Background: an optimization exercise with open tools, aiming at small area and a short achievable clock period. Do not read the settings as production practice.
Function was checked by simulation only, so behaviour that the tests miss may differ from the original.

$ cat design/flow/flow/run.sh
#!/bin/bash
# The standard layout (standard.sh) with three changes:
#  - synthesis keeps the fa and ha modules (one full or half adder each) whole
#    until the end, so that each maps to one adder cell, and skips the quick
#    ABC pass inside Yosys's synth (the flow's own ABC mapping still runs);
#  - plain buffers (buf_2) on the ports instead of the default delay cells.
# The final netlist is flattened by synth_recipe.tcl as usual.
set -euo pipefail
export SYNTH_KEEP_MODULES="fa ha"
export SYNTH_ARGS="-noabc"
export BUFFER_PORTS_ARGS="-buffer_cell sky130_fd_sc_hd__buf_2"
bash standard.sh > standard.log 2>&1
$ cat design/flow/standard.sh
#!/bin/bash
# synth_recipe.tcl (not shown) runs the flow's synth.tcl, then flattens the netlist and writes it again
# the make line also repeats each setting of config.mk as NAME=value (left out here)
make -C /OpenROAD-flow-scripts/flow DESIGN_CONFIG=/design/flow/config.mk WORK_HOME=/design/flow/orfs CLKGATE_MAP_FILE= SYNTH_SCRIPT=/design/flow/synth_recipe.tcl "${@:-finish}"
$ cat design/flow/config.mk
export PLATFORM = sky130hd
export DESIGN_NAME = synth
export DESIGN_NICKNAME = synth
export VERILOG_FILES = /design/flow/design.v
export SDC_FILE = /design/flow/constraint.sdc
export NUM_CORES = 4
export LEC_CHECK = 0
export ABC_AREA = 1
export CAP_MARGIN = 20
export CORE_MARGIN = 2
export CORE_UTILIZATION = 65
export SLEW_MARGIN = 20
$ cat design/flow/constraint.sdc
create_clock -name core_clock -period 120.0 [get_ports {clk}]
set_input_delay 24.0000 -clock core_clock [delete_from_list [all_inputs] [get_ports {clk}]]
set_output_delay 24.0000 -clock core_clock [all_outputs]
set_load 0.01 [all_outputs]
$ cat design/flow/design.v
module fa (input logic a, b, c, output logic s, y);
	assign s = a ^ b ^ c;
	assign y = (a & b) | (a & c) | (b & c);
endmodule
module ha (input logic a, b, output logic s, y);
	assign s = a ^ b;
	assign y = a & b;
endmodule
module fa1 (input logic a, b, output logic s, y);
	assign s = ~(a ^ b);
	assign y = a | b;
endmodule
module Triangle_wave (freq, clk, out, reset, stop, volume, en);
	input  logic        clk, reset, stop;
	input  logic [11:0] freq;
	input  logic [3:0]  volume;
	input  logic        en;       
	output logic [23:0] out;
	logic [14:0] v;       
	logic        h;
	logic [14:0] a;
	logic ma_w1, ma_w2, ma_w4, ma_w5, ma_w7, ma_w8, ma_w10, ma_w11, ma_w13, ma_w14, ma_w16, ma_w17;
	logic ma_w19, ma_w20, ma_w22, ma_w23, ma_w25, ma_w26, ma_w28, ma_w29, ma_w31, ma_w32, ma_w34, ma_w35;
	logic ma_w37, ma_w38, ma_w40, ma_w41, ma_w43;
	ha ma_u3 (.a(v[0]), .b(freq[0]), .s(ma_w1), .y(ma_w2));
	fa ma_u6 (.a(v[1]), .b(freq[1]), .c(ma_w2), .s(ma_w4), .y(ma_w5));
	fa ma_u9 (.a(v[2]), .b(freq[2]), .c(ma_w5), .s(ma_w7), .y(ma_w8));
	fa ma_u12 (.a(v[3]), .b(freq[3]), .c(ma_w8), .s(ma_w10), .y(ma_w11));
	fa ma_u15 (.a(v[4]), .b(freq[4]), .c(ma_w11), .s(ma_w13), .y(ma_w14));
	fa ma_u18 (.a(v[5]), .b(freq[5]), .c(ma_w14), .s(ma_w16), .y(ma_w17));
	fa ma_u21 (.a(v[6]), .b(freq[6]), .c(ma_w17), .s(ma_w19), .y(ma_w20));
	fa ma_u24 (.a(v[7]), .b(freq[7]), .c(ma_w20), .s(ma_w22), .y(ma_w23));
	fa ma_u27 (.a(v[8]), .b(freq[8]), .c(ma_w23), .s(ma_w25), .y(ma_w26));
	fa ma_u30 (.a(v[9]), .b(freq[9]), .c(ma_w26), .s(ma_w28), .y(ma_w29));
	fa ma_u33 (.a(v[10]), .b(freq[10]), .c(ma_w29), .s(ma_w31), .y(ma_w32));
	fa ma_u36 (.a(v[11]), .b(freq[11]), .c(ma_w32), .s(ma_w34), .y(ma_w35));
	ha ma_u39 (.a(v[12]), .b(ma_w35), .s(ma_w37), .y(ma_w38));
	ha ma_u42 (.a(v[13]), .b(ma_w38), .s(ma_w40), .y(ma_w41));
	assign ma_w43 = v[14] ^ ma_w41;
	assign a = {ma_w43, ma_w40, ma_w37, ma_w34, ma_w31, ma_w28, ma_w25, ma_w22, ma_w19, ma_w16, ma_w13, ma_w10, ma_w7, ma_w4, ma_w1};
	logic turn;
	assign turn = ~a[14] & a[13] & (a[12] | (a[11] & a[10] & a[9] & (a[8] | (a[7] & a[6] & a[5]))));
	logic [12:0] lc;
	assign lc[0] = ~a[0];
	genvar i;
	generate
		for (i = 0; i < 12; i = i + 1) begin : le_
			assign lc[i+1] = (freq[i] & ~a[i+1]) | (lc[i] & (freq[i] | ~a[i+1]));
		end
	endgenerate
	logic park;
	assign park = stop & ~a[14] & ~a[13] & lc[12];
	logic [8:0] an;
	logic mt_w1, mt_w2, mt_w4, mt_w5, mt_w7, mt_w8, mt_w10, mt_w11, mt_w13, mt_w14, mt_w16, mt_w17;
	logic mt_w19, mt_w20, mt_w22, mt_w23, mt_w25;
	ha mt_u3 (.a(a[6]), .b(turn), .s(mt_w1), .y(mt_w2));
	ha mt_u6 (.a(a[7]), .b(mt_w2), .s(mt_w4), .y(mt_w5));
	ha mt_u9 (.a(a[8]), .b(mt_w5), .s(mt_w7), .y(mt_w8));
	fa mt_u12 (.a(a[9]), .b(turn), .c(mt_w8), .s(mt_w10), .y(mt_w11));
	ha mt_u15 (.a(a[10]), .b(mt_w11), .s(mt_w13), .y(mt_w14));
	ha mt_u18 (.a(a[11]), .b(mt_w14), .s(mt_w16), .y(mt_w17));
	ha mt_u21 (.a(a[12]), .b(mt_w17), .s(mt_w19), .y(mt_w20));
	fa mt_u24 (.a(a[13]), .b(turn), .c(mt_w20), .s(mt_w22), .y(mt_w23));
	assign mt_w25 = a[14] ^ mt_w23;
	assign an = {mt_w25, mt_w22, mt_w19, mt_w16, mt_w13, mt_w10, mt_w7, mt_w4, mt_w1};
	always_ff @(posedge clk) begin
		if (reset) begin
			v <= 15'b101_0001_0010_0000;    
			h <= 1'b0;
		end else if (park) begin
			v <= '0;
			h <= 1'b0;
		end else begin
			v <= {an, a[5:0]};
			h <= h ^ turn;
		end
	end
	logic [14:0] e, ef, nf;
	assign e  = v ^ {15{h}};
	assign ef = {~e[14], e[13:0]};
	assign nf = {e[14], ~e[13:0]};
	logic [21:0] q;
	logic        hn;
	assign hn = ~h;
	logic mq_w1, mq_w2, mq_w4, mq_w5, mq_w7, mq_w8, mq_w10, mq_w11, mq_w13, mq_w14, mq_w16, mq_w17;
	logic mq_w19, mq_w20, mq_w22, mq_w23, mq_w25, mq_w26, mq_w28, mq_w29, mq_w31, mq_w32, mq_w34, mq_w35;
	logic mq_w37, mq_w38, mq_w40, mq_w41, mq_w43, mq_w44, mq_w46, mq_w47, mq_w49, mq_w50, mq_w52, mq_w53;
	logic mq_w55, mq_w56, mq_w58, mq_w59, mq_w61, mq_w62, mq_w64, mq_w65, mq_w67, mq_w68, mq_w70, mq_w71;
	logic mq_w73, mq_w74, mq_w76, mq_w77, mq_w79, mq_w80, mq_w82, mq_w83, mq_w85, mq_w86, mq_w88, mq_w89;
	logic mq_w91, mq_w92, mq_w94, mq_w95, mq_w97, mq_w98, mq_w100, mq_w101, mq_w103, mq_w104, mq_w106, mq_w107;
	logic mq_w109, mq_w110, mq_w112, mq_w113, mq_w115, mq_w116, mq_w118, mq_w119, mq_w121, mq_w122, mq_w124, mq_w125;
	logic mq_w127, mq_w128, mq_w130, mq_w131, mq_w133, mq_w134, mq_w136, mq_w137, mq_w139, mq_w140, mq_w142, mq_w143;
	logic mq_w145, mq_w146, mq_w148, mq_w149, mq_w151, mq_w152, mq_w154, mq_w155, mq_w157, mq_w158, mq_w160, mq_w161;
	logic mq_w163, mq_w164, mq_w166, mq_w167, mq_w169, mq_w170, mq_w172, mq_w173, mq_w175, mq_w176, mq_w178;
	fa1 mq_u3 (.a(nf[0]), .b(h), .s(mq_w1), .y(mq_w2));
	fa mq_u6 (.a(nf[1]), .b(h), .c(mq_w2), .s(mq_w4), .y(mq_w5));
	fa mq_u9 (.a(nf[2]), .b(h), .c(mq_w5), .s(mq_w7), .y(mq_w8));
	fa mq_u12 (.a(ef[0]), .b(nf[3]), .c(mq_w8), .s(mq_w10), .y(mq_w11));
	fa mq_u15 (.a(ef[0]), .b(ef[1]), .c(nf[4]), .s(mq_w13), .y(mq_w14));
	fa mq_u18 (.a(h), .b(mq_w13), .c(mq_w11), .s(mq_w16), .y(mq_w17));
	fa mq_u21 (.a(ef[1]), .b(ef[2]), .c(nf[5]), .s(mq_w19), .y(mq_w20));
	fa mq_u24 (.a(mq_w14), .b(mq_w19), .c(mq_w17), .s(mq_w22), .y(mq_w23));
	fa1 mq_u27 (.a(ef[0]), .b(ef[2]), .s(mq_w25), .y(mq_w26));
	fa mq_u30 (.a(ef[3]), .b(nf[6]), .c(h), .s(mq_w28), .y(mq_w29));
	fa mq_u33 (.a(mq_w20), .b(mq_w25), .c(mq_w28), .s(mq_w31), .y(mq_w32));
	fa1 mq_u36 (.a(ef[1]), .b(ef[3]), .s(mq_w34), .y(mq_w35));
	fa mq_u39 (.a(ef[4]), .b(nf[7]), .c(mq_w26), .s(mq_w37), .y(mq_w38));
	fa mq_u42 (.a(mq_w29), .b(mq_w34), .c(mq_w32), .s(mq_w40), .y(mq_w41));
	fa1 mq_u45 (.a(ef[2]), .b(ef[4]), .s(mq_w43), .y(mq_w44));
	fa mq_u48 (.a(ef[5]), .b(nf[8]), .c(mq_w35), .s(mq_w46), .y(mq_w47));
	fa mq_u51 (.a(mq_w43), .b(mq_w38), .c(mq_w46), .s(mq_w49), .y(mq_w50));
	fa mq_u54 (.a(ef[3]), .b(ef[5]), .c(ef[6]), .s(mq_w52), .y(mq_w53));
	fa mq_u57 (.a(nf[9]), .b(mq_w44), .c(mq_w52), .s(mq_w55), .y(mq_w56));
	fa mq_u60 (.a(mq_w47), .b(mq_w55), .c(mq_w50), .s(mq_w58), .y(mq_w59));
	fa1 mq_u63 (.a(ef[4]), .b(ef[6]), .s(mq_w61), .y(mq_w62));
	fa mq_u66 (.a(ef[7]), .b(nf[10]), .c(mq_w53), .s(mq_w64), .y(mq_w65));
	fa mq_u69 (.a(mq_w61), .b(mq_w56), .c(mq_w64), .s(mq_w67), .y(mq_w68));
	fa mq_u72 (.a(ef[5]), .b(ef[7]), .c(ef[8]), .s(mq_w70), .y(mq_w71));
	fa mq_u75 (.a(nf[11]), .b(mq_w62), .c(mq_w70), .s(mq_w73), .y(mq_w74));
	fa mq_u78 (.a(mq_w65), .b(mq_w73), .c(mq_w68), .s(mq_w76), .y(mq_w77));
	fa1 mq_u81 (.a(ef[6]), .b(ef[8]), .s(mq_w79), .y(mq_w80));
	fa mq_u84 (.a(ef[9]), .b(nf[12]), .c(mq_w71), .s(mq_w82), .y(mq_w83));
	fa mq_u87 (.a(mq_w79), .b(mq_w74), .c(mq_w82), .s(mq_w85), .y(mq_w86));
	fa mq_u90 (.a(ef[7]), .b(ef[9]), .c(ef[10]), .s(mq_w88), .y(mq_w89));
	fa mq_u93 (.a(nf[13]), .b(mq_w80), .c(mq_w88), .s(mq_w91), .y(mq_w92));
	fa mq_u96 (.a(mq_w83), .b(mq_w91), .c(mq_w86), .s(mq_w94), .y(mq_w95));
	fa1 mq_u99 (.a(ef[8]), .b(ef[10]), .s(mq_w97), .y(mq_w98));
	fa mq_u102 (.a(ef[11]), .b(nf[14]), .c(mq_w89), .s(mq_w100), .y(mq_w101));
	fa mq_u105 (.a(mq_w97), .b(mq_w92), .c(mq_w100), .s(mq_w103), .y(mq_w104));
	fa1 mq_u108 (.a(ef[9]), .b(ef[11]), .s(mq_w106), .y(mq_w107));
	fa mq_u111 (.a(ef[12]), .b(mq_w98), .c(mq_w106), .s(mq_w109), .y(mq_w110));
	fa mq_u114 (.a(mq_w101), .b(mq_w109), .c(mq_w104), .s(mq_w112), .y(mq_w113));
	fa1 mq_u117 (.a(ef[10]), .b(ef[12]), .s(mq_w115), .y(mq_w116));
	fa mq_u120 (.a(ef[13]), .b(mq_w107), .c(mq_w115), .s(mq_w118), .y(mq_w119));
	fa mq_u123 (.a(mq_w110), .b(mq_w118), .c(mq_w113), .s(mq_w121), .y(mq_w122));
	fa mq_u126 (.a(ef[11]), .b(ef[13]), .c(ef[14]), .s(mq_w124), .y(mq_w125));
	fa mq_u129 (.a(mq_w116), .b(mq_w124), .c(mq_w119), .s(mq_w127), .y(mq_w128));
	fa mq_u132 (.a(ef[12]), .b(ef[14]), .c(mq_w125), .s(mq_w130), .y(mq_w131));
	ha mq_u135 (.a(mq_w23), .b(mq_w31), .s(mq_w133), .y(mq_w134));
	fa mq_u138 (.a(mq_w37), .b(mq_w40), .c(mq_w134), .s(mq_w136), .y(mq_w137));
	fa mq_u141 (.a(mq_w41), .b(mq_w49), .c(mq_w137), .s(mq_w139), .y(mq_w140));
	ha mq_u144 (.a(mq_w58), .b(mq_w140), .s(mq_w142), .y(mq_w143));
	fa mq_u147 (.a(mq_w59), .b(mq_w67), .c(mq_w143), .s(mq_w145), .y(mq_w146));
	ha mq_u150 (.a(mq_w76), .b(mq_w146), .s(mq_w148), .y(mq_w149));
	fa mq_u153 (.a(mq_w77), .b(mq_w85), .c(mq_w149), .s(mq_w151), .y(mq_w152));
	ha mq_u156 (.a(mq_w94), .b(mq_w152), .s(mq_w154), .y(mq_w155));
	fa mq_u159 (.a(mq_w95), .b(mq_w103), .c(mq_w155), .s(mq_w157), .y(mq_w158));
	ha mq_u162 (.a(mq_w112), .b(mq_w158), .s(mq_w160), .y(mq_w161));
	ha mq_u165 (.a(mq_w121), .b(mq_w161), .s(mq_w163), .y(mq_w164));
	fa mq_u168 (.a(mq_w122), .b(mq_w127), .c(mq_w164), .s(mq_w166), .y(mq_w167));
	fa mq_u171 (.a(mq_w128), .b(mq_w130), .c(mq_w167), .s(mq_w169), .y(mq_w170));
	fa mq_u174 (.a(ef[13]), .b(mq_w131), .c(mq_w170), .s(mq_w172), .y(mq_w173));
	fa1 mq_u177 (.a(ef[14]), .b(mq_w173), .s(mq_w175), .y(mq_w176));
	assign mq_w178 = ~mq_w176;
	assign q = {mq_w178, mq_w175, mq_w172, mq_w169, mq_w166, mq_w163, mq_w160, mq_w157, mq_w154, mq_w151, mq_w148, mq_w145, mq_w142, mq_w139, mq_w136, mq_w133, mq_w22, mq_w16, mq_w10, mq_w7, mq_w4, mq_w1};
	logic [31:0] s;
	assign s = {{8{q[21]}}, q, 2'b00};
	logic [24:0] y;
	assign y = 25'(s >> {volume[3:1], 1'b0});
	logic k0, k1;
	assign k0 = en & ~volume[0];
	assign k1 = en & volume[0];
	assign out = (y[23:0] & {24{k0}}) | (y[24:1] & {24{k1}});
endmodule
module synth (reset, freqs, play, clk, out, volume);
	input  logic        reset, clk;
	input  logic [5:0]  play;
	input  logic [71:0] freqs;
	input  logic [23:0] volume;
	output logic [23:0] out;
	genvar n;
	logic [5:0][23:0] w;
	generate
		for (n = 0; n < 6; n = n + 1) begin : all_notes
			Triangle_wave tr_note (.freq(freqs[12*n +: 12]), .clk(clk), .out(w[n]), .reset(reset),
				.stop(~play[n]), .volume(volume[4*n +: 4]), .en(n < 5 ? play[n] : 1'b1));
		end
	endgenerate
	logic [5:0][22:0] wm;
	logic [5:0]       wn;
	generate
		for (n = 0; n < 6; n = n + 1) begin : mask
			if (n < 5) begin : m
				assign wm[n] = w[n][22:0];
				assign wn[n] = ~w[n][23];
			end else begin : m
				assign wm[n] = w[n][22:0];
				assign wn[n] = ~w[n][23];
			end
		end
	endgenerate
	logic [26:0] S, SA, SB;
	logic ms_w1, ms_w2, ms_w4, ms_w5, ms_w7, ms_w8, ms_w10, ms_w11, ms_w13, ms_w14, ms_w16, ms_w17;
	logic ms_w19, ms_w20, ms_w22, ms_w23, ms_w25, ms_w26, ms_w28, ms_w29, ms_w31, ms_w32, ms_w34, ms_w35;
	logic ms_w37, ms_w38, ms_w40, ms_w41, ms_w43, ms_w44, ms_w46, ms_w47, ms_w49, ms_w50, ms_w52, ms_w53;
	logic ms_w55, ms_w56, ms_w58, ms_w59, ms_w61, ms_w62, ms_w64, ms_w65, ms_w67, ms_w68, ms_w70, ms_w71;
	logic ms_w73, ms_w74, ms_w76, ms_w77, ms_w79, ms_w80, ms_w82, ms_w83, ms_w85, ms_w86, ms_w88, ms_w89;
	logic ms_w91, ms_w92, ms_w94, ms_w95, ms_w97, ms_w98, ms_w100, ms_w101, ms_w103, ms_w104, ms_w106, ms_w107;
	logic ms_w109, ms_w110, ms_w112, ms_w113, ms_w115, ms_w116, ms_w118, ms_w119, ms_w121, ms_w122, ms_w124, ms_w125;
	logic ms_w127, ms_w128, ms_w130, ms_w131, ms_w133, ms_w134, ms_w136, ms_w137, ms_w139, ms_w140, ms_w142, ms_w143;
	logic ms_w145, ms_w146, ms_w148, ms_w149, ms_w151, ms_w152, ms_w154, ms_w155, ms_w157, ms_w158, ms_w160, ms_w161;
	logic ms_w163, ms_w164, ms_w166, ms_w167, ms_w169, ms_w170, ms_w172, ms_w173, ms_w175, ms_w176, ms_w178, ms_w179;
	logic ms_w181, ms_w182, ms_w184, ms_w185, ms_w187, ms_w188, ms_w190, ms_w191, ms_w193, ms_w194, ms_w196, ms_w197;
	logic ms_w199, ms_w200, ms_w202, ms_w203, ms_w205, ms_w206, ms_w208, ms_w209, ms_w211, ms_w212, ms_w214, ms_w215;
	logic ms_w217, ms_w218, ms_w220, ms_w221, ms_w223, ms_w224, ms_w226, ms_w227, ms_w229, ms_w230, ms_w232, ms_w233;
	logic ms_w235, ms_w236, ms_w238, ms_w239, ms_w241, ms_w242, ms_w244, ms_w245, ms_w247, ms_w248, ms_w250, ms_w251;
	logic ms_w253, ms_w254, ms_w256, ms_w257, ms_w259, ms_w260, ms_w262, ms_w263, ms_w265, ms_w266, ms_w268, ms_w269;
	logic ms_w271, ms_w272, ms_w274, ms_w275, ms_w277, ms_w278, ms_w280, ms_w281, ms_w283, ms_w284;
	fa ms_u3 (.a(wm[0][0]), .b(wm[1][0]), .c(wm[2][0]), .s(ms_w1), .y(ms_w2));
	fa ms_u6 (.a(wm[3][0]), .b(wm[4][0]), .c(wm[5][0]), .s(ms_w4), .y(ms_w5));
	fa ms_u9 (.a(wm[0][1]), .b(wm[1][1]), .c(wm[2][1]), .s(ms_w7), .y(ms_w8));
	fa ms_u12 (.a(wm[3][1]), .b(wm[4][1]), .c(wm[5][1]), .s(ms_w10), .y(ms_w11));
	fa ms_u15 (.a(ms_w2), .b(ms_w5), .c(ms_w7), .s(ms_w13), .y(ms_w14));
	fa ms_u18 (.a(wm[0][2]), .b(wm[1][2]), .c(wm[2][2]), .s(ms_w16), .y(ms_w17));
	fa ms_u21 (.a(wm[3][2]), .b(wm[4][2]), .c(wm[5][2]), .s(ms_w19), .y(ms_w20));
	fa ms_u24 (.a(ms_w8), .b(ms_w11), .c(ms_w16), .s(ms_w22), .y(ms_w23));
	fa ms_u27 (.a(ms_w19), .b(ms_w14), .c(ms_w22), .s(ms_w25), .y(ms_w26));
	fa ms_u30 (.a(wm[0][3]), .b(wm[1][3]), .c(wm[2][3]), .s(ms_w28), .y(ms_w29));
	fa ms_u33 (.a(wm[3][3]), .b(wm[4][3]), .c(wm[5][3]), .s(ms_w31), .y(ms_w32));
	fa ms_u36 (.a(ms_w17), .b(ms_w20), .c(ms_w28), .s(ms_w34), .y(ms_w35));
	fa ms_u39 (.a(ms_w31), .b(ms_w23), .c(ms_w34), .s(ms_w37), .y(ms_w38));
	fa ms_u42 (.a(wm[0][4]), .b(wm[1][4]), .c(wm[2][4]), .s(ms_w40), .y(ms_w41));
	fa ms_u45 (.a(wm[3][4]), .b(wm[4][4]), .c(wm[5][4]), .s(ms_w43), .y(ms_w44));
	fa ms_u48 (.a(ms_w29), .b(ms_w32), .c(ms_w40), .s(ms_w46), .y(ms_w47));
	fa ms_u51 (.a(ms_w43), .b(ms_w35), .c(ms_w46), .s(ms_w49), .y(ms_w50));
	fa ms_u54 (.a(wm[0][5]), .b(wm[1][5]), .c(wm[2][5]), .s(ms_w52), .y(ms_w53));
	fa ms_u57 (.a(wm[3][5]), .b(wm[4][5]), .c(wm[5][5]), .s(ms_w55), .y(ms_w56));
	fa ms_u60 (.a(ms_w41), .b(ms_w44), .c(ms_w52), .s(ms_w58), .y(ms_w59));
	fa ms_u63 (.a(ms_w55), .b(ms_w47), .c(ms_w58), .s(ms_w61), .y(ms_w62));
	fa ms_u66 (.a(wm[0][6]), .b(wm[1][6]), .c(wm[2][6]), .s(ms_w64), .y(ms_w65));
	fa ms_u69 (.a(wm[3][6]), .b(wm[4][6]), .c(wm[5][6]), .s(ms_w67), .y(ms_w68));
	fa ms_u72 (.a(ms_w53), .b(ms_w56), .c(ms_w64), .s(ms_w70), .y(ms_w71));
	fa ms_u75 (.a(ms_w67), .b(ms_w59), .c(ms_w70), .s(ms_w73), .y(ms_w74));
	fa ms_u78 (.a(wm[0][7]), .b(wm[1][7]), .c(wm[2][7]), .s(ms_w76), .y(ms_w77));
	fa ms_u81 (.a(wm[3][7]), .b(wm[4][7]), .c(wm[5][7]), .s(ms_w79), .y(ms_w80));
	fa ms_u84 (.a(ms_w65), .b(ms_w68), .c(ms_w76), .s(ms_w82), .y(ms_w83));
	fa ms_u87 (.a(ms_w79), .b(ms_w71), .c(ms_w82), .s(ms_w85), .y(ms_w86));
	fa ms_u90 (.a(wm[0][8]), .b(wm[1][8]), .c(wm[2][8]), .s(ms_w88), .y(ms_w89));
	fa ms_u93 (.a(wm[3][8]), .b(wm[4][8]), .c(wm[5][8]), .s(ms_w91), .y(ms_w92));
	fa ms_u96 (.a(ms_w77), .b(ms_w80), .c(ms_w88), .s(ms_w94), .y(ms_w95));
	fa ms_u99 (.a(ms_w91), .b(ms_w83), .c(ms_w94), .s(ms_w97), .y(ms_w98));
	fa ms_u102 (.a(wm[0][9]), .b(wm[1][9]), .c(wm[2][9]), .s(ms_w100), .y(ms_w101));
	fa ms_u105 (.a(wm[3][9]), .b(wm[4][9]), .c(wm[5][9]), .s(ms_w103), .y(ms_w104));
	fa ms_u108 (.a(ms_w89), .b(ms_w92), .c(ms_w100), .s(ms_w106), .y(ms_w107));
	fa ms_u111 (.a(ms_w103), .b(ms_w95), .c(ms_w106), .s(ms_w109), .y(ms_w110));
	fa ms_u114 (.a(wm[0][10]), .b(wm[1][10]), .c(wm[2][10]), .s(ms_w112), .y(ms_w113));
	fa ms_u117 (.a(wm[3][10]), .b(wm[4][10]), .c(wm[5][10]), .s(ms_w115), .y(ms_w116));
	fa ms_u120 (.a(ms_w101), .b(ms_w104), .c(ms_w112), .s(ms_w118), .y(ms_w119));
	fa ms_u123 (.a(ms_w115), .b(ms_w107), .c(ms_w118), .s(ms_w121), .y(ms_w122));
	fa ms_u126 (.a(wm[0][11]), .b(wm[1][11]), .c(wm[2][11]), .s(ms_w124), .y(ms_w125));
	fa ms_u129 (.a(wm[3][11]), .b(wm[4][11]), .c(wm[5][11]), .s(ms_w127), .y(ms_w128));
	fa ms_u132 (.a(ms_w113), .b(ms_w116), .c(ms_w124), .s(ms_w130), .y(ms_w131));
	fa ms_u135 (.a(ms_w127), .b(ms_w119), .c(ms_w130), .s(ms_w133), .y(ms_w134));
	fa ms_u138 (.a(wm[0][12]), .b(wm[1][12]), .c(wm[2][12]), .s(ms_w136), .y(ms_w137));
	fa ms_u141 (.a(wm[3][12]), .b(wm[4][12]), .c(wm[5][12]), .s(ms_w139), .y(ms_w140));
	fa ms_u144 (.a(ms_w125), .b(ms_w128), .c(ms_w136), .s(ms_w142), .y(ms_w143));
	fa ms_u147 (.a(ms_w139), .b(ms_w131), .c(ms_w142), .s(ms_w145), .y(ms_w146));
	fa ms_u150 (.a(wm[0][13]), .b(wm[1][13]), .c(wm[2][13]), .s(ms_w148), .y(ms_w149));
	fa ms_u153 (.a(wm[3][13]), .b(wm[4][13]), .c(wm[5][13]), .s(ms_w151), .y(ms_w152));
	fa ms_u156 (.a(ms_w137), .b(ms_w140), .c(ms_w148), .s(ms_w154), .y(ms_w155));
	fa ms_u159 (.a(ms_w151), .b(ms_w143), .c(ms_w154), .s(ms_w157), .y(ms_w158));
	fa ms_u162 (.a(wm[0][14]), .b(wm[1][14]), .c(wm[2][14]), .s(ms_w160), .y(ms_w161));
	fa ms_u165 (.a(wm[3][14]), .b(wm[4][14]), .c(wm[5][14]), .s(ms_w163), .y(ms_w164));
	fa ms_u168 (.a(ms_w149), .b(ms_w152), .c(ms_w160), .s(ms_w166), .y(ms_w167));
	fa ms_u171 (.a(ms_w163), .b(ms_w155), .c(ms_w166), .s(ms_w169), .y(ms_w170));
	fa ms_u174 (.a(wm[0][15]), .b(wm[1][15]), .c(wm[2][15]), .s(ms_w172), .y(ms_w173));
	fa ms_u177 (.a(wm[3][15]), .b(wm[4][15]), .c(wm[5][15]), .s(ms_w175), .y(ms_w176));
	fa ms_u180 (.a(ms_w161), .b(ms_w164), .c(ms_w172), .s(ms_w178), .y(ms_w179));
	fa ms_u183 (.a(ms_w175), .b(ms_w167), .c(ms_w178), .s(ms_w181), .y(ms_w182));
	fa ms_u186 (.a(wm[0][16]), .b(wm[1][16]), .c(wm[2][16]), .s(ms_w184), .y(ms_w185));
	fa ms_u189 (.a(wm[3][16]), .b(wm[4][16]), .c(wm[5][16]), .s(ms_w187), .y(ms_w188));
	fa ms_u192 (.a(ms_w173), .b(ms_w176), .c(ms_w184), .s(ms_w190), .y(ms_w191));
	fa ms_u195 (.a(ms_w187), .b(ms_w179), .c(ms_w190), .s(ms_w193), .y(ms_w194));
	fa ms_u198 (.a(wm[0][17]), .b(wm[1][17]), .c(wm[2][17]), .s(ms_w196), .y(ms_w197));
	fa ms_u201 (.a(wm[3][17]), .b(wm[4][17]), .c(wm[5][17]), .s(ms_w199), .y(ms_w200));
	fa ms_u204 (.a(ms_w185), .b(ms_w188), .c(ms_w196), .s(ms_w202), .y(ms_w203));
	fa ms_u207 (.a(ms_w199), .b(ms_w191), .c(ms_w202), .s(ms_w205), .y(ms_w206));
	fa ms_u210 (.a(wm[0][18]), .b(wm[1][18]), .c(wm[2][18]), .s(ms_w208), .y(ms_w209));
	fa ms_u213 (.a(wm[3][18]), .b(wm[4][18]), .c(wm[5][18]), .s(ms_w211), .y(ms_w212));
	fa ms_u216 (.a(ms_w197), .b(ms_w200), .c(ms_w208), .s(ms_w214), .y(ms_w215));
	fa ms_u219 (.a(ms_w211), .b(ms_w203), .c(ms_w214), .s(ms_w217), .y(ms_w218));
	fa ms_u222 (.a(wm[0][19]), .b(wm[1][19]), .c(wm[2][19]), .s(ms_w220), .y(ms_w221));
	fa ms_u225 (.a(wm[3][19]), .b(wm[4][19]), .c(wm[5][19]), .s(ms_w223), .y(ms_w224));
	fa ms_u228 (.a(ms_w209), .b(ms_w212), .c(ms_w220), .s(ms_w226), .y(ms_w227));
	fa ms_u231 (.a(ms_w223), .b(ms_w215), .c(ms_w226), .s(ms_w229), .y(ms_w230));
	fa ms_u234 (.a(wm[0][20]), .b(wm[1][20]), .c(wm[2][20]), .s(ms_w232), .y(ms_w233));
	fa ms_u237 (.a(wm[3][20]), .b(wm[4][20]), .c(wm[5][20]), .s(ms_w235), .y(ms_w236));
	fa ms_u240 (.a(ms_w221), .b(ms_w224), .c(ms_w232), .s(ms_w238), .y(ms_w239));
	fa ms_u243 (.a(ms_w235), .b(ms_w227), .c(ms_w238), .s(ms_w241), .y(ms_w242));
	fa ms_u246 (.a(wm[0][21]), .b(wm[1][21]), .c(wm[2][21]), .s(ms_w244), .y(ms_w245));
	fa ms_u249 (.a(wm[3][21]), .b(wm[4][21]), .c(wm[5][21]), .s(ms_w247), .y(ms_w248));
	fa ms_u252 (.a(ms_w233), .b(ms_w236), .c(ms_w244), .s(ms_w250), .y(ms_w251));
	fa ms_u255 (.a(ms_w247), .b(ms_w239), .c(ms_w250), .s(ms_w253), .y(ms_w254));
	fa ms_u258 (.a(wm[0][22]), .b(wm[1][22]), .c(wm[2][22]), .s(ms_w256), .y(ms_w257));
	fa ms_u261 (.a(wm[3][22]), .b(wm[4][22]), .c(wm[5][22]), .s(ms_w259), .y(ms_w260));
	fa ms_u264 (.a(ms_w245), .b(ms_w248), .c(ms_w256), .s(ms_w262), .y(ms_w263));
	fa ms_u267 (.a(ms_w259), .b(ms_w251), .c(ms_w262), .s(ms_w265), .y(ms_w266));
	fa ms_u270 (.a(wn[0]), .b(wn[1]), .c(wn[2]), .s(ms_w268), .y(ms_w269));
	fa ms_u273 (.a(wn[3]), .b(wn[4]), .c(wn[5]), .s(ms_w271), .y(ms_w272));
	fa ms_u276 (.a(ms_w257), .b(ms_w260), .c(ms_w268), .s(ms_w274), .y(ms_w275));
	fa ms_u279 (.a(ms_w271), .b(ms_w263), .c(ms_w274), .s(ms_w277), .y(ms_w278));
	fa1 ms_u282 (.a(ms_w269), .b(ms_w272), .s(ms_w280), .y(ms_w281));
	fa ms_u285 (.a(ms_w275), .b(ms_w280), .c(ms_w278), .s(ms_w283), .y(ms_w284));
	assign SA = {1'b1, ms_w281, ms_w283, ms_w266, ms_w254, ms_w242, ms_w230, ms_w218, ms_w206, ms_w194, ms_w182, ms_w170, ms_w158, ms_w146, ms_w134, ms_w122, ms_w110, ms_w98, ms_w86, ms_w74, ms_w62, ms_w50, ms_w38, ms_w26, ms_w25, ms_w10, ms_w1};
	assign SB = {1'b0, ms_w284, 1'b0, ms_w277, ms_w265, ms_w253, ms_w241, ms_w229, ms_w217, ms_w205, ms_w193, ms_w181, ms_w169, ms_w157, ms_w145, ms_w133, ms_w121, ms_w109, ms_w97, ms_w85, ms_w73, ms_w61, ms_w49, ms_w37, 1'b0, ms_w13, ms_w4};
	logic [26:0] cpa_g, cpa_p;
	assign cpa_g = SA & SB;
	assign cpa_p = SA ^ SB;
	logic cpa_G1;
	assign cpa_G1 = cpa_g[1] | (cpa_p[1] & cpa_g[0]);
	logic cpa_G2, cpa_P2;
	assign cpa_G2 = cpa_g[3] | (cpa_p[3] & cpa_g[2]);
	assign cpa_P2 = cpa_p[3] & cpa_p[2];
	logic cpa_G3, cpa_P3;
	assign cpa_G3 = cpa_g[5] | (cpa_p[5] & cpa_g[4]);
	assign cpa_P3 = cpa_p[5] & cpa_p[4];
	logic cpa_G4, cpa_P4;
	assign cpa_G4 = cpa_g[7] | (cpa_p[7] & cpa_g[6]);
	assign cpa_P4 = cpa_p[7] & cpa_p[6];
	logic cpa_G5, cpa_P5;
	assign cpa_G5 = cpa_g[9] | (cpa_p[9] & cpa_g[8]);
	assign cpa_P5 = cpa_p[9] & cpa_p[8];
	logic cpa_G6, cpa_P6;
	assign cpa_G6 = cpa_g[11] | (cpa_p[11] & cpa_g[10]);
	assign cpa_P6 = cpa_p[11] & cpa_p[10];
	logic cpa_G7, cpa_P7;
	assign cpa_G7 = cpa_g[13] | (cpa_p[13] & cpa_g[12]);
	assign cpa_P7 = cpa_p[13] & cpa_p[12];
	logic cpa_G8, cpa_P8;
	assign cpa_G8 = cpa_g[15] | (cpa_p[15] & cpa_g[14]);
	assign cpa_P8 = cpa_p[15] & cpa_p[14];
	logic cpa_G9, cpa_P9;
	assign cpa_G9 = cpa_g[17] | (cpa_p[17] & cpa_g[16]);
	assign cpa_P9 = cpa_p[17] & cpa_p[16];
	logic cpa_G10, cpa_P10;
	assign cpa_G10 = cpa_g[19] | (cpa_p[19] & cpa_g[18]);
	assign cpa_P10 = cpa_p[19] & cpa_p[18];
	logic cpa_G11, cpa_P11;
	assign cpa_G11 = cpa_g[21] | (cpa_p[21] & cpa_g[20]);
	assign cpa_P11 = cpa_p[21] & cpa_p[20];
	logic cpa_G12, cpa_P12;
	assign cpa_G12 = cpa_g[23] | (cpa_p[23] & cpa_g[22]);
	assign cpa_P12 = cpa_p[23] & cpa_p[22];
	logic cpa_G13, cpa_P13;
	assign cpa_G13 = cpa_g[25] | (cpa_p[25] & cpa_g[24]);
	assign cpa_P13 = cpa_p[25] & cpa_p[24];
	logic cpa_G14;
	assign cpa_G14 = cpa_g[2] | (cpa_p[2] & cpa_G1);
	logic cpa_G15;
	assign cpa_G15 = cpa_G2 | (cpa_P2 & cpa_G1);
	logic cpa_G16, cpa_P16;
	assign cpa_G16 = cpa_g[6] | (cpa_p[6] & cpa_G3);
	assign cpa_P16 = cpa_p[6] & cpa_P3;
	logic cpa_G17, cpa_P17;
	assign cpa_G17 = cpa_G4 | (cpa_P4 & cpa_G3);
	assign cpa_P17 = cpa_P4 & cpa_P3;
	logic cpa_G18, cpa_P18;
	assign cpa_G18 = cpa_g[10] | (cpa_p[10] & cpa_G5);
	assign cpa_P18 = cpa_p[10] & cpa_P5;
	logic cpa_G19, cpa_P19;
	assign cpa_G19 = cpa_G6 | (cpa_P6 & cpa_G5);
	assign cpa_P19 = cpa_P6 & cpa_P5;
	logic cpa_G20, cpa_P20;
	assign cpa_G20 = cpa_g[14] | (cpa_p[14] & cpa_G7);
	assign cpa_P20 = cpa_p[14] & cpa_P7;
	logic cpa_G21, cpa_P21;
	assign cpa_G21 = cpa_G8 | (cpa_P8 & cpa_G7);
	assign cpa_P21 = cpa_P8 & cpa_P7;
	logic cpa_G22, cpa_P22;
	assign cpa_G22 = cpa_g[18] | (cpa_p[18] & cpa_G9);
	assign cpa_P22 = cpa_p[18] & cpa_P9;
	logic cpa_G23, cpa_P23;
	assign cpa_G23 = cpa_G10 | (cpa_P10 & cpa_G9);
	assign cpa_P23 = cpa_P10 & cpa_P9;
	logic cpa_G24, cpa_P24;
	assign cpa_G24 = cpa_g[22] | (cpa_p[22] & cpa_G11);
	assign cpa_P24 = cpa_p[22] & cpa_P11;
	logic cpa_G25, cpa_P25;
	assign cpa_G25 = cpa_G12 | (cpa_P12 & cpa_G11);
	assign cpa_P25 = cpa_P12 & cpa_P11;
	logic cpa_G26, cpa_P26;
	assign cpa_G26 = cpa_g[26] | (cpa_p[26] & cpa_G13);
	assign cpa_P26 = cpa_p[26] & cpa_P13;
	logic cpa_G27;
	assign cpa_G27 = cpa_g[4] | (cpa_p[4] & cpa_G15);
	logic cpa_G28;
	assign cpa_G28 = cpa_G3 | (cpa_P3 & cpa_G15);
	logic cpa_G29;
	assign cpa_G29 = cpa_G16 | (cpa_P16 & cpa_G15);
	logic cpa_G30;
	assign cpa_G30 = cpa_G17 | (cpa_P17 & cpa_G15);
	logic cpa_G31, cpa_P31;
	assign cpa_G31 = cpa_g[12] | (cpa_p[12] & cpa_G19);
	assign cpa_P31 = cpa_p[12] & cpa_P19;
	logic cpa_G32, cpa_P32;
	assign cpa_G32 = cpa_G7 | (cpa_P7 & cpa_G19);
	assign cpa_P32 = cpa_P7 & cpa_P19;
	logic cpa_G33, cpa_P33;
	assign cpa_G33 = cpa_G20 | (cpa_P20 & cpa_G19);
	assign cpa_P33 = cpa_P20 & cpa_P19;
	logic cpa_G34, cpa_P34;
	assign cpa_G34 = cpa_G21 | (cpa_P21 & cpa_G19);
	assign cpa_P34 = cpa_P21 & cpa_P19;
	logic cpa_G35, cpa_P35;
	assign cpa_G35 = cpa_g[20] | (cpa_p[20] & cpa_G23);
	assign cpa_P35 = cpa_p[20] & cpa_P23;
	logic cpa_G36, cpa_P36;
	assign cpa_G36 = cpa_G11 | (cpa_P11 & cpa_G23);
	assign cpa_P36 = cpa_P11 & cpa_P23;
	logic cpa_G37, cpa_P37;
	assign cpa_G37 = cpa_G24 | (cpa_P24 & cpa_G23);
	assign cpa_P37 = cpa_P24 & cpa_P23;
	logic cpa_G38, cpa_P38;
	assign cpa_G38 = cpa_G25 | (cpa_P25 & cpa_G23);
	assign cpa_P38 = cpa_P25 & cpa_P23;
	logic cpa_G39;
	assign cpa_G39 = cpa_g[8] | (cpa_p[8] & cpa_G30);
	logic cpa_G40;
	assign cpa_G40 = cpa_G5 | (cpa_P5 & cpa_G30);
	logic cpa_G41;
	assign cpa_G41 = cpa_G18 | (cpa_P18 & cpa_G30);
	logic cpa_G42;
	assign cpa_G42 = cpa_G19 | (cpa_P19 & cpa_G30);
	logic cpa_G43;
	assign cpa_G43 = cpa_G31 | (cpa_P31 & cpa_G30);
	logic cpa_G44;
	assign cpa_G44 = cpa_G32 | (cpa_P32 & cpa_G30);
	logic cpa_G45;
	assign cpa_G45 = cpa_G33 | (cpa_P33 & cpa_G30);
	logic cpa_G46;
	assign cpa_G46 = cpa_G34 | (cpa_P34 & cpa_G30);
	logic cpa_G47, cpa_P47;
	assign cpa_G47 = cpa_g[24] | (cpa_p[24] & cpa_G38);
	assign cpa_P47 = cpa_p[24] & cpa_P38;
	logic cpa_G48, cpa_P48;
	assign cpa_G48 = cpa_G13 | (cpa_P13 & cpa_G38);
	assign cpa_P48 = cpa_P13 & cpa_P38;
	logic cpa_G49, cpa_P49;
	assign cpa_G49 = cpa_G26 | (cpa_P26 & cpa_G38);
	assign cpa_P49 = cpa_P26 & cpa_P38;
	logic cpa_G50;
	assign cpa_G50 = cpa_g[16] | (cpa_p[16] & cpa_G46);
	logic cpa_G51;
	assign cpa_G51 = cpa_G9 | (cpa_P9 & cpa_G46);
	logic cpa_G52;
	assign cpa_G52 = cpa_G22 | (cpa_P22 & cpa_G46);
	logic cpa_G53;
	assign cpa_G53 = cpa_G23 | (cpa_P23 & cpa_G46);
	logic cpa_G54;
	assign cpa_G54 = cpa_G35 | (cpa_P35 & cpa_G46);
	logic cpa_G55;
	assign cpa_G55 = cpa_G36 | (cpa_P36 & cpa_G46);
	logic cpa_G56;
	assign cpa_G56 = cpa_G37 | (cpa_P37 & cpa_G46);
	logic cpa_G57;
	assign cpa_G57 = cpa_G38 | (cpa_P38 & cpa_G46);
	logic cpa_G58;
	assign cpa_G58 = cpa_G47 | (cpa_P47 & cpa_G46);
	logic cpa_G59;
	assign cpa_G59 = cpa_G48 | (cpa_P48 & cpa_G46);
	logic cpa_G60;
	assign cpa_G60 = cpa_G49 | (cpa_P49 & cpa_G46);
	assign S[0] = cpa_p[0];
	assign S[1] = cpa_p[1] ^ cpa_g[0];
	assign S[2] = cpa_p[2] ^ cpa_G1;
	assign S[3] = cpa_p[3] ^ cpa_G14;
	assign S[4] = cpa_p[4] ^ cpa_G15;
	assign S[5] = cpa_p[5] ^ cpa_G27;
	assign S[6] = cpa_p[6] ^ cpa_G28;
	assign S[7] = cpa_p[7] ^ cpa_G29;
	assign S[8] = cpa_p[8] ^ cpa_G30;
	assign S[9] = cpa_p[9] ^ cpa_G39;
	assign S[10] = cpa_p[10] ^ cpa_G40;
	assign S[11] = cpa_p[11] ^ cpa_G41;
	assign S[12] = cpa_p[12] ^ cpa_G42;
	assign S[13] = cpa_p[13] ^ cpa_G43;
	assign S[14] = cpa_p[14] ^ cpa_G44;
	assign S[15] = cpa_p[15] ^ cpa_G45;
	assign S[16] = cpa_p[16] ^ cpa_G46;
	assign S[17] = cpa_p[17] ^ cpa_G50;
	assign S[18] = cpa_p[18] ^ cpa_G51;
	assign S[19] = cpa_p[19] ^ cpa_G52;
	assign S[20] = cpa_p[20] ^ cpa_G53;
	assign S[21] = cpa_p[21] ^ cpa_G54;
	assign S[22] = cpa_p[22] ^ cpa_G55;
	assign S[23] = cpa_p[23] ^ cpa_G56;
	assign S[24] = cpa_p[24] ^ cpa_G57;
	assign S[25] = cpa_p[25] ^ cpa_G58;
	assign S[26] = cpa_p[26] ^ cpa_G59;
	logic [2:0] cnt;
	assign cnt = play[0] + play[1] + play[2] + play[3] + play[4];
	logic m3, m5;
	logic [1:0] k;
	always_comb begin
		m3 = 0; m5 = 0; k = 0;
		case (cnt)
			3'd1: k = 1;
			3'd2: m3 = 1;
			3'd3: k = 2;
			3'd4: m5 = 1;
			3'd5: begin m3 = 1; k = 1; end
			default: ;
		endcase
	end
	logic [25:0] Q3, Q5;
	logic [1:0]  r3 [27];
	logic [4:0]  R5 [27];
	assign r3[26] = {S[26], 1'b0};
	assign R5[26] = S[26] ? 5'b10000 : 5'b00001;
	generate
		for (n = 25; n >= 0; n = n - 1) begin : div
			logic b;
			logic [1:0] p3;
			logic [4:0] p5;
			assign b  = S[n];
			assign p3 = r3[n+1];
			assign p5 = R5[n+1];
			assign Q3[n] = p3[1] | (p3[0] & b);
			assign r3[n] = {b ? p3[1] : p3[0], b ? ~(p3[1] | p3[0]) : p3[1]};
			assign Q5[n] = p5[4] | p5[3] | (p5[2] & b);
			assign R5[n] = b ? {p5[4], p5[1], p5[3], p5[0], p5[2]} : {p5[2], p5[4], p5[1], p5[3], p5[0]};
		end
	endgenerate
	logic s1, s2, s4, s3, s6, s5;
	assign s1 = (cnt == 3'd0);
	assign s2 = (cnt == 3'd1);
	assign s3 = (cnt == 3'd2);
	assign s4 = (cnt == 3'd3);
	assign s5 = (cnt == 3'd4);
	assign s6 = (cnt == 3'd5);
	logic [23:0] Qs;
	assign Qs = ({24{s1}} & S[23:0]) | ({24{s2}} & S[24:1]) | ({24{s4}} & S[25:2])
	          | ({24{s3}} & Q3[23:0]) | ({24{s6}} & Q3[24:1]) | ({24{s5}} & Q5[23:0]);
	logic inexact;
	assign inexact = (s2 & S[0]) | (s4 & (S[1] | S[0])) | (s3 & r3[0] != 0) | (s6 & ((r3[0] != 0) | Q3[0]))
	               | (s5 & ~R5[0][0]);
	logic [23:0] ones;
	assign ones[0] = S[26] & inexact;
	generate
		for (n = 1; n < 24; n = n + 1) begin : inc
			assign ones[n] = ones[0] & (&Qs[n-1:0]);
		end
	endgenerate
	assign out = Qs ^ ones;
endmodule
==> results of run 1 <==
state kept, by name, summed over array words and instances, names as in the netlist:
register	cells
all_notes.tr_note.v	90
all_notes.tr_note.h	6
path summary, 6_finish.rpt:
check / to / slack (ns) / from
worst min-delay path: all_notes[4].tr_note.v[0] / 0.65 / all_notes[4].tr_note.v[0]
worst min register to register: all_notes[4].tr_note.v[0] / 0.65 / all_notes[4].tr_note.v[0]
worst max-delay path: out[3] / 61.39 / volume[1]
worst max register to register: all_notes[1].tr_note.v[14] / 111.80 / all_notes[1].tr_note.v[0]
metrics by stage:
step	hold slack, ns	cell area, um2	utilization, %	setup slack [ns]
after global routing	0.6981	28120	68.86	60.17
final	0.6450	28120	68.86	61.39
after global placement	0.6156	27820	68.13	61.96
after floorplan	0.5918	26950	-	63.42
after detailed placement	0.6313	27820	68.13	61.56
after CTS	0.6490	28110	68.85	61.55
metal layers:
layer	up-vias	part of all wire, %	track usage [%]	wire length (um)
met4	4	3.4	12.37	2409
met1	11750	42	44.39	30060
met2	873	49	57.89	34790
met5	-	0.039	0	28
li1	11910	-	-	-
met3	159	5.9	4.660	4197
Yosys cell counts (11+ instances only):
master,number
nand2_2,48
o221ai_1,21
a22oi_1,11
nor3_1,21
buf_1,11
nand2_4,11
o21ai_0,309
clkbuf_1,106
ha_1,183
xor2_1,102
o22ai_1,91
nor2_1,114
nand2_1,893
inv_1,504
clkinv_1,26
nand3_1,270
o211ai_1,17
nand4_1,80
a22o_1,30
dfxtp_1,96
mux2i_1,40
a21oi_1,74
a31oi_1,13
fa_1,436
o21ai_1,11
final cells by class:
type                       count  share of cell area [%]
antenna                        2                 0.01780
sequential                    96                   6.835
tap                          532                   2.367
clock buffer                   9                  0.8010
inverter                     538                   7.191
multi-input combinational   2856                   79.96
timing repair buffer         139                   2.581
clock inverter                 6                  0.2447
per-module statistics from Yosys (local to each module, per instance):
| module | cells | flops+latches | area [um2] | copies in the design |
|---|---|---|---|---|
| fa | 1 | 0 | 20.02 | 430 |
| ha | 1 | 0 | 12.51 | 90 |
| synth | 3100 | 96 | 17210 | 1 |
worst max-delay path: cells and delay by family:
family / cells / cell delay (ns)
AND/OR/NAND/NOR: 59 / 6.29
adder cells (fa/ha/maj): 4 / 1.90
buffers and inverters: 5 / 1.13
AO/OA/AOI/OAI: 4 / 0.91
XOR/XNOR: 1 / 0.32
logic make-up (layout without fill, tap and decap cells):
family,count (synthesis),count (layout)
AND/OR/NAND/NOR,1467,1467
XOR/XNOR,108,108
other,0,2
buffers and inverters,668,692
multiplexers,40,40
flip-flops,96,96
AO/OA/AOI/OAI,620,620
adder cells (fa/ha/maj),621,621
cells in the final DEF (no fill, tap or decap), types with 4 or more instances in the layout:
master,synthesis,routed
a221oi_1,6,6
o221ai_1,21,21
clkbuf_16,0,9
nor3_1,21,18
xnor2_1,4,4
nand3_2,5,5
buf_4,5,12
nand2_2,48,48
a22oi_1,11,11
nand2_4,11,11
nor2_1,114,114
o21ai_0,309,309
o22ai_1,91,91
nand3_1,270,270
inv_2,7,7
nor2_2,5,5
ha_1,183,183
inv_1,504,504
a31oi_1,13,13
mux2i_1,40,40
or2_2,10,10
nand2_1,893,893
a22o_1,30,30
nor3_2,1,4
dfxtp_1,96,96
a21oi_1,74,74
nand4_1,80,80
clkinv_1,26,26
fa_1,436,436
o2111ai_1,8,8
buf_2,5,127
xor2_1,102,102
o21bai_1,9,9
a2111oi_0,4,4
o211ai_1,17,17
o21ai_1,11,11
==> metrics.yaml, run 1 <==
status: "no timing/DRC/antenna violations"
synthArstFlopShare_pct: 0
die_w_um: 207.6
first_iter_violations: 2023
gp_congestion: 1.009
synth_edf_count: 0
grt_pass1_wl_um: 120200
viasPerCell: 5.909
area.sequential_um2: 1922
numPlacedInstances: 4161
numClockSinks: 96
cts_max_level: 3
drv_cap: 0
synth-xor-area-share_pct: 3.608
crit_type: "input pin to output pin"
fmax_mhz: 17.06
synth_fa_ha_area_share_pct: 40.96
ctsLongestPathBuffers: 2
synthesis.nets: 4343
min_period_over_period_pct: 48.84
hold_path.class: "flip-flop to flip-flop"
postSynthCellCount: 3620
synth-compound-area-share_pct: 13.55
grt_pass1_vias: 24760
cts_hold_buf: 0
rr_worst_depth: 31
synthSimpleGateAreaFrac_pct: 23.77
grtUsageTotal_pct: 33.96
synth_ff_type: "dfxtp_1"
fin_nets: 4363
cts-root-buf: "clkbuf_16"
postSynthAreaPerCell_um2: 7.444
ant_nets: 0
area_growth_pct: 4.341
worst_setup_path_end_kind: "output pin"
stdcell_count: 4178
yosysTopAreaCellShare_pct: 32.39
grt_max_degree: 37
cts_tree: "done"
whs_path_depth: 3
fin_skew_ns: 0.01238
netlist-cell-type-count: 58
cpPeakStageDelay_ns: 0.62
num_vias: 24690
relSlewSlack_pct: 28.69
boundaryPins: 128
dp.final_hpwl_um: 61560
cts_setup_buffers: 0
numPortBuffers: 127
drt_wl_total_um: 71480
tightest_slew_ns: 1.068
drt-wirelength-per-cell_um: 17.11
yosysWarningCount: 4
n_fill_cell: 3445
synthTopCellsByArea: "fa_1 (32%), nand2_1 (12%), ha_1 (8.5%)"
crit_path_start_kind: "input pin"
die_h_um: 207.6
period_minus_slack_ns: 58.61
numCtsBuffers: 9
crit_slowest_cell: "fa_1"
hold_viol: 0
drive_gt1_share_pct: 6.970
tns_ns: 0
multi_input_comb_area_um2: 22480
ys_seq_area_share_pct: 7.132
die_area_um2: 43100
grt-ovfl-total: 0
initial_core_util_pct: 66.00
yosysTopAreaCell: "fa_1"
slew_violations: 0
synth_top_family_by_area: "adder cells"
ys_seq_elements: 96
drtPass1Iterations: 6
clk_pin_slew_worst_paths_ns: 0.07
syn-cell-area_um2: 26950
cpMostUsedCell: "nand2_2"
required_ns: 96.00
antenna_found_initial: 5
cts.repair.resized: 0
finalSetupViolCount: 0
clk_latency_ns: 0.40
synthMuxAreaShare_pct: 1.486
rsz0062_at_grt: "no"
drc: 0
cp.arrival_ns: 34.61
critPathMaxFanout: 36
core_um2: 40830
fp-row-count: 74
==> run 2: changes to the inputs <==
--- a/design/flow/design.v
+++ b/design/flow/design.v
@@ -82,4 +82,2 @@
 	logic [21:0] q;
-	logic        hn;
-	assign hn = ~h;
 	logic mq_w1, mq_w2, mq_w4, mq_w5, mq_w7, mq_w8, mq_w10, mq_w11, mq_w13, mq_w14, mq_w16, mq_w17;
@@ -182,9 +180,4 @@
 		for (n = 0; n < 6; n = n + 1) begin : mask
-			if (n < 5) begin : m
-				assign wm[n] = w[n][22:0];
-				assign wn[n] = ~w[n][23];
-			end else begin : m
-				assign wm[n] = w[n][22:0];
-				assign wn[n] = ~w[n][23];
-			end
+			assign wm[n] = w[n][22:0];
+			assign wn[n] = ~w[n][23];
 		end
@@ -491,15 +484,2 @@
 	assign cnt = play[0] + play[1] + play[2] + play[3] + play[4];
-	logic m3, m5;
-	logic [1:0] k;
-	always_comb begin
-		m3 = 0; m5 = 0; k = 0;
-		case (cnt)
-			3'd1: k = 1;
-			3'd2: m3 = 1;
-			3'd3: k = 2;
-			3'd4: m5 = 1;
-			3'd5: begin m3 = 1; k = 1; end
-			default: ;
-		endcase
-	end
 	logic [25:0] Q3, Q5;
@@ -534,3 +514,3 @@
 	logic inexact;
-	assign inexact = (s2 & S[0]) | (s4 & (S[1] | S[0])) | (s3 & r3[0] != 0) | (s6 & ((r3[0] != 0) | Q3[0]))
+	assign inexact = (s2 & S[0]) | (s4 & (S[1] | S[0])) | (s3 & (r3[0] != 0)) | (s6 & ((r3[0] != 0) | Q3[0]))
 	               | (s5 & ~R5[0][0]);
--- a/design/flow/flow/run.sh
+++ b/design/flow/flow/run.sh
@@ -1,3 +1,3 @@
 #!/bin/bash
-# The standard layout (standard.sh) with three changes:
+# The standard layout (standard.sh), with two changes:
 #  - synthesis keeps the fa and ha modules (one full or half adder each) whole
@@ -6,3 +6,4 @@
 #  - plain buffers (buf_2) on the ports instead of the default delay cells.
-# The final netlist is flattened by synth_recipe.tcl as usual.
+# synth_recipe.tcl still flattens the final netlist, so the registers and their
+# names are those of the standard synthesis.
 set -euo pipefail
==> metrics.yaml, run 2 <==
regMostFlops: "all_notes.tr_note.v"  # unchanged
grt_pass1_vias: 24280  # was 24.76k
netlist-cell-type-count: 55  # was 58
die_area_um2: 43090  # was 43100 um2
grtUsageTotal_pct: 33.80  # was 33.96%
synth_fa_ha_area_share_pct: 41.12  # was 40.96%
ys_seq_elements: 96  # unchanged
fp-row-count: 74  # unchanged
tightest_slew_ns: 1.152  # was 1.068 ns
status: "no timing/DRC/antenna violations"  # unchanged
synthTopCellsByCount: "nand2_1 (887), inv_1 (504), fa_1 (436)"  # was nand2_1 (893), inv_1 (504), fa_1 (436)
cts_hold_buf: 0  # unchanged
ant_nets: 0  # unchanged
tns_ns: 0  # unchanged
grt_max_degree: 40  # was 37
dp.final_hpwl_um: 61310  # was 61560 um
cp.arrival_ns: 34.75  # was 34.61 ns
hold_path.class: "flip-flop to flip-flop"  # unchanged
cts-root-buf: "clkbuf_16"  # unchanged
die_w_um: 207.6  # about the same
synth_top_family_by_area: "adder cells"  # unchanged
synth_ff_type: "dfxtp_1"  # unchanged
final_cell_mix: "nand2_1 (887), inv_1 (504), fa_1 (436), o21ai_0 (317), nand3_1 (271)"  # was nand2_1 (893), inv_1 (504), fa_1 (436), o21ai_0 (309), nand3_1 (270)
initial_core_util_pct: 65.98  # was 66.00%
yosysTopAreaCellShare_pct: 32.40  # was 32.39%
drive_gt1_share_pct: 6.884  # was 6.970%
fin_skew_ns: 0.01899  # was 0.01238 ns
required_ns: 96.00  # about the same
numClockSinks: 96  # unchanged
die_h_um: 207.6  # about the same
yosysWarningCount: 4  # unchanged
cts_max_level: 3  # unchanged
grt_pass1_wl_um: 119200  # was 120200 um
reg_top3: "all_notes.tr_note.v: 90 flops, all_notes.tr_note.h: 6 flops"  # unchanged
synthTopCellsByArea: "fa_1 (32%), nand2_1 (12%), ha_1 (8.5%)"  # unchanged
synth_edf_count: 0  # unchanged
synth-compound-area-share_pct: 13.43  # was 13.55%
finalSetupViolCount: 0  # unchanged
worst_setup_path_end_kind: "output pin"  # unchanged
drt-wirelength-per-cell_um: 17.07  # was 17.11 um
antenna_found_initial: 4  # was 5
fmax_mhz: 17.02  # was 17.06 MHz
postSynthAreaPerCell_um2: 7.430  # was 7.444 um2
synth-xor-area-share_pct: 3.567  # was 3.608%
min_period_over_period_pct: 48.96  # was 48.84%
cpMostUsedCell: "nand2_2"  # unchanged
core_um2: 40830  # unchanged
drv_cap: 0  # unchanged
first_iter_violations: 1898  # was 2023
grt-ovfl-total: 0  # unchanged
crit_slowest_cell: "nor2_4"  # was fa_1
period_minus_slack_ns: 58.75  # was 58.61 ns
num_vias: 24540  # was 24.69k
crit_path_start_kind: "input pin"  # unchanged
largest_reg_flops: 90  # unchanged
area_growth_pct: 4.449  # was 4.341%
cpPeakStageDelay_ns: 0.63  # was 0.62 ns
final_common_cell: "nand2_1"  # unchanged
hold_viol: 0  # unchanged
synthMuxAreaShare_pct: 1.486  # about the same
ctsLongestPathBuffers: 2  # unchanged
syn-cell-area_um2: 26940  # was 26950 um2
fin_nets: 4365  # was 4363
relSlewSlack_pct: 22.64  # was 28.69%
synthSimpleGateAreaFrac_pct: 23.72  # was 23.77%
utilization_pct: 68.92  # was 68.86%
pre_cts_ws_ns: 61.45  # was 61.56 ns
synthesis.nets: 4349  # was 4343
cts_setup_buffers: 0  # unchanged
gp_congestion: 0.9946  # was 1.009
setup_ws_ns: 61.25  # was 61.39 ns
clk_pin_slew_worst_paths_ns: 0.08  # was 0.07 ns
rsz0062_at_grt: "no"  # unchanged
cts_tree: "done"  # unchanged
viasPerCell: 5.869  # was 5.909
yosysTopAreaCell: "fa_1"  # unchanged
numCtsBuffers: 9  # unchanged
drc: 0  # unchanged
critPathMaxFanout: 39  # was 36
crit_type: "input pin to output pin"  # unchanged
synthMostInstantiatedCell: "nand2_1"  # unchanged
cts.repair.resized: 0  # unchanged
drtPass1Iterations: 8  # was 6
ys_seq_area_share_pct: 7.134  # was 7.132%
boundaryPins: 128  # unchanged
numPortBuffers: 127  # unchanged
postSynthCellCount: 3626  # was 3620
drt_wl_total_um: 71360  # was 71480 um
clk_latency_ns: 0.40  # about the same
whs_ns: 0.6617  # was 0.6450 ns
synthArstFlopShare_pct: 0  # unchanged
slew_violations: 0  # unchanged
-- run 2: worst max-delay path: cells and delay by family --
kind,cells,cell delay (ns)
fa+ha+maj,5,2.12
mux,1,0.17
buf+inv,6,1.25
simple gates,54,5.95
xor+xnor,2,0.48
compound gates,2,0.76
-- run 2: metrics by stage --
step,cells,cell area [um2]
6_report,4181,28140
5_1_grt,4181,28140
3_5_place_dp,4163,27790
4_1_cts,4178,28130
3_3_place_gp,4163,27790
2_1_floorplan,3626,26940
-- run 2: cell families after synthesis --
family | Yosys count
AND/OR/NAND/NOR | 1464
flip-flops | 96
multiplexers | 40
buffers and inverters | 672
adder cells (fa/ha/maj) | 625
AO/OA/AOI/OAI | 621
XOR/XNOR | 108
-- run 2: final cells by class --
| class | instances | area [um2] |
|---|---|---|
| clock inverter | 6 | 115.1 |
| sequential | 96 | 1922 |
| timing repair buffer | 137 | 710.7 |
| fill | 3409 | 12690 |
| multi-input combinational | 2858 | 22460 |
| clock buffer | 9 | 225.2 |
| tap | 532 | 665.6 |
| inverter | 540 | 2029 |
| antenna | 3 | 7.507 |
-- run 2: worst paths after layout --
kind / depth (start not counted) / end / slack, ns / start
worst max-delay path: 70 / out[1] / 61.25 / volume[18]
worst min register to register: 3 / all_notes[0].tr_note.v[0] / 0.66 / all_notes[0].tr_note.v[0]
worst max register to register: 31 / all_notes[1].tr_note.v[14] / 111.81 / all_notes[1].tr_note.v[0]
worst min-delay path: 3 / all_notes[0].tr_note.v[0] / 0.66 / all_notes[0].tr_note.v[0]
-- run 2: modules after synthesis (local to each module, per instance) --
| module | times used | flops+latches | cells |
|---|---|---|---|
| ha | 90 | 0 | 1 |
| fa | 430 | 0 | 1 |
| synth | 1 | 96 | 3106 |
-- run 2: metal layers --
layer	global-route usage (%)	wire [um]	vias up
met3	3.949	3635	136
met5	0	13	-
met1	44.65	30310	11730
met4	12.02	2285	2
met2	57.66	35110	791
li1	-	-	11880

afterwards: timing with drivers on the ports:
In the flow no input, the clock included, has a driving cell. The finished layouts below were timed again as built, in two steps. Step 1, drivers: a clkbuf_16 drives clk and a buf_2 each remaining input, both assumed. Step 2 also shifts input and output timing later by t, the mid clock arrival at the registers, as if the neighbouring blocks saw the same clock. a / b / c = ideal / step 1 / step 2; a / b = the first two.
run	t (ns)	setup slack, ns	latest minus earliest clock arrival (ns)
run 1	0.450	61.389 / 61.348 / 61.348	0.012 / 0.012
run 2	0.455	61.247 / 61.208 / 61.208	0.019 / 0.019
After both steps every run listed still meets setup and hold. For run 1, which loses most, drivers alone change the setup slack by -0.041 ns; drivers and shift together by -0.041 ns.
